From an optimization exercise on the open Yosys and OpenROAD flow, aimed at small area and a short achievable clock period; shortcuts taken in it are not production practice.
The RTL was checked by simulation tests, not by an equivalence proof against the original design.

Setup of job 3814:
// izhikevich_neuron
module izhikevich_neuron #(parameter DT = 16'h0100)
(
    input wire clk,
    input wire rst,
    input wire [15:0] I,
    output reg spike
);
For scale: ~19 I/O pins, roughly 0.0075 mm^2 of cells after synthesis.
Settings: LEC_CHECK=0, CAP_MARGIN=20, CORE_MARGIN=2, CORE_UTILIZATION=40, PLACE_DENSITY=0.6, SETUP_SLACK_MARGIN=4, SLEW_MARGIN=20; clock period 12.0 ns.
standard.sh (not shown) runs the stock make flow with config.mk's settings and CLKGATE_MAP_FILE= SYNTH_SCRIPT=/design/flow/synth_recipe.tcl, a recipe that flattens the netlist after the stock synthesis.
==> flow/flow/run.sh <==
#!/bin/bash
# Standard ORFS layout, plus one netlist pass between synthesis and floorplan:
# flow/polar.py re-chooses the polarity of the full-adder cells that Yosys's
# extract_fa left behind, removing redundant inverters (see polar.py).
set -euo pipefail
W=$(pwd)
R=$W/orfs/results/${FLOW_PLATFORM}/izhikevich_neuron/base
bash standard.sh synth > $W/log_synth.txt 2>&1
cp $R/1_2_yosys.v $W/netlist_standard.v
python3 $W/flow/polar.py $W/netlist_standard.v $W/netlist_polar.v > $W/log_polar.txt 2>&1
cp $W/netlist_polar.v $R/1_2_yosys.v
touch $R/1_2_yosys.v
bash standard.sh finish > $W/log_finish.txt 2>&1
Other scripts of this flow, unchanged in this note and not shown: flow/flow/polar.py
Job 3814 finished every stage and its layout cleared the timing, design-rule and antenna checks.
The following lists how job 2163 was set up differently from job 3814:
diff --git a/flow/flow/run.sh b/flow/flow/run.sh
--- a/flow/flow/run.sh
+++ b/flow/flow/run.sh
@@ -2,3 +2,6 @@
-# Standard ORFS layout, plus one netlist pass between synthesis and floorplan:
-# flow/polar.py re-chooses the polarity of the full-adder cells that Yosys's
-# extract_fa left behind, removing redundant inverters (see polar.py).
+# Standard ORFS layout with two changes:
+#  * between synthesis and floorplan, flow/polar.py re-chooses the polarity of
+#    the full-adder cells that Yosys's extract_fa left behind, removing
+#    redundant inverters (registers and all other cells untouched);
+#  * ports are still all buffered, but with the small buf_1 cell.
+# Each tool's output goes to a log file of its own in this folder.
@@ -12,0 +16 @@
+export BUFFER_PORTS_ARGS="-buffer_cell sky130_fd_sc_hd__buf_1"
==> summary.txt <==
For job 2163, the flow was terminated by a tool error in 6_report and produced no final design.
Wire length on met1 delta for job 2163 relative to job 3814: 1.2% lower
Routed length on met2 ended up about 5.6% lower on job 2163 than on job 3814.
Relative to job 3814, via count has decreased by 22 in job 2163.
Setup changes, job 2163 to job 7093
Settings: SETUP_SLACK_MARGIN now 5, was 4.
==> flow/flow/run.sh <==
#!/bin/bash
# Standard ORFS layout, plus one netlist pass between synthesis and floorplan:
# flow/polar.py re-chooses the polarity of the full-adder cells that Yosys's
# extract_fa left behind, removing redundant inverters (see polar.py).
set -euo pipefail
W=$(pwd)
R=$W/orfs/results/${FLOW_PLATFORM}/izhikevich_neuron/base
bash standard.sh synth > $W/log_synth.txt 2>&1
cp $R/1_2_yosys.v $W/netlist_standard.v
python3 $W/flow/polar.py $W/netlist_standard.v $W/netlist_polar.v > $W/log_polar.txt 2>&1
cp $W/netlist_polar.v $R/1_2_yosys.v
touch $R/1_2_yosys.v
bash standard.sh finish > $W/log_finish.txt 2>&1
## What came out
The final layout from job 7093, which completed every stage, passed the timing, design-rule and antenna checks at the end of the flow. Looking at job 7093 and job 2163, the total placed cells including tap cells is a wash. The largest net degree at the start of global routing of job 2163 and that of job 7093 are within noise of each other. Job 7093 — global routing usage on met2 6.7 points higher, job 2163 as reference. Going from job 2163 to job 7093, number of antenna violations at the first check in global routing about even; wire length of the first global-routing pass rose about 11%; global-route met3 utilization rose 0.54 points; total cell area at the placement stage rose 270 um^2; quantity of gates resized following cts rose 63. From job 2163 to job 7093 the numbers moved as follows: wire length higher; final weighted congestion in routability-driven placement increased by 16% relative to the old numbers; fraction of met1 tracks used by global routing down 0.26 points.
Inputs modified between job 7093 and job 5851:
Settings: SETUP_SLACK_MARGIN no longer set, was 5.
Findings:
Cell depth of the worst setup path (job 5851 vs. job 7093) increases by more than 10%
In the flow results for job 5851 and job 7093, the global-route wire length before repair is larger on job 7093.
Taking job 5851 over job 7093, the total met3 wirelength after detailed routing ratio works out to 0.59.
Of the two candidates, job 7093 has the worse first-iteration DRC count and job 5851 the better one.

re-timing with driven ports:
In the flow no input, the clock included, has a driving cell. The finished layouts below were timed again as built, in two steps.
Step 1: set_driving_cell puts a clkbuf_16 on clk and a buf_2 on each other input, an assumption about the parent block.
Step 2, shift: input delay + t, output delay - t, t = (earliest + latest rising clock arrival at the registers) / 2. This alone moves slack from input paths to output paths.
Three values: no drivers, after step 1, after step 2; two values: the first two.
| run | t (ns) | slack for setup (ns) | slew at the worst register clock pin (ns) | pins driven straight from the clock port |
|---|---|---|---|---|
| job 3814 | 0.317 | 4.325 / 4.325 / 4.325 | 0.06 / 0.06 | 1 |
| job 7093 | 0.314 | 4.793 / 4.793 / 4.793 | 0.06 / 0.06 | 1 |
| job 5851 | 0.318 | 3.728 / 3.728 / 3.728 | 0.06 / 0.06 | 1 |
After both steps every run listed still meets setup and hold.
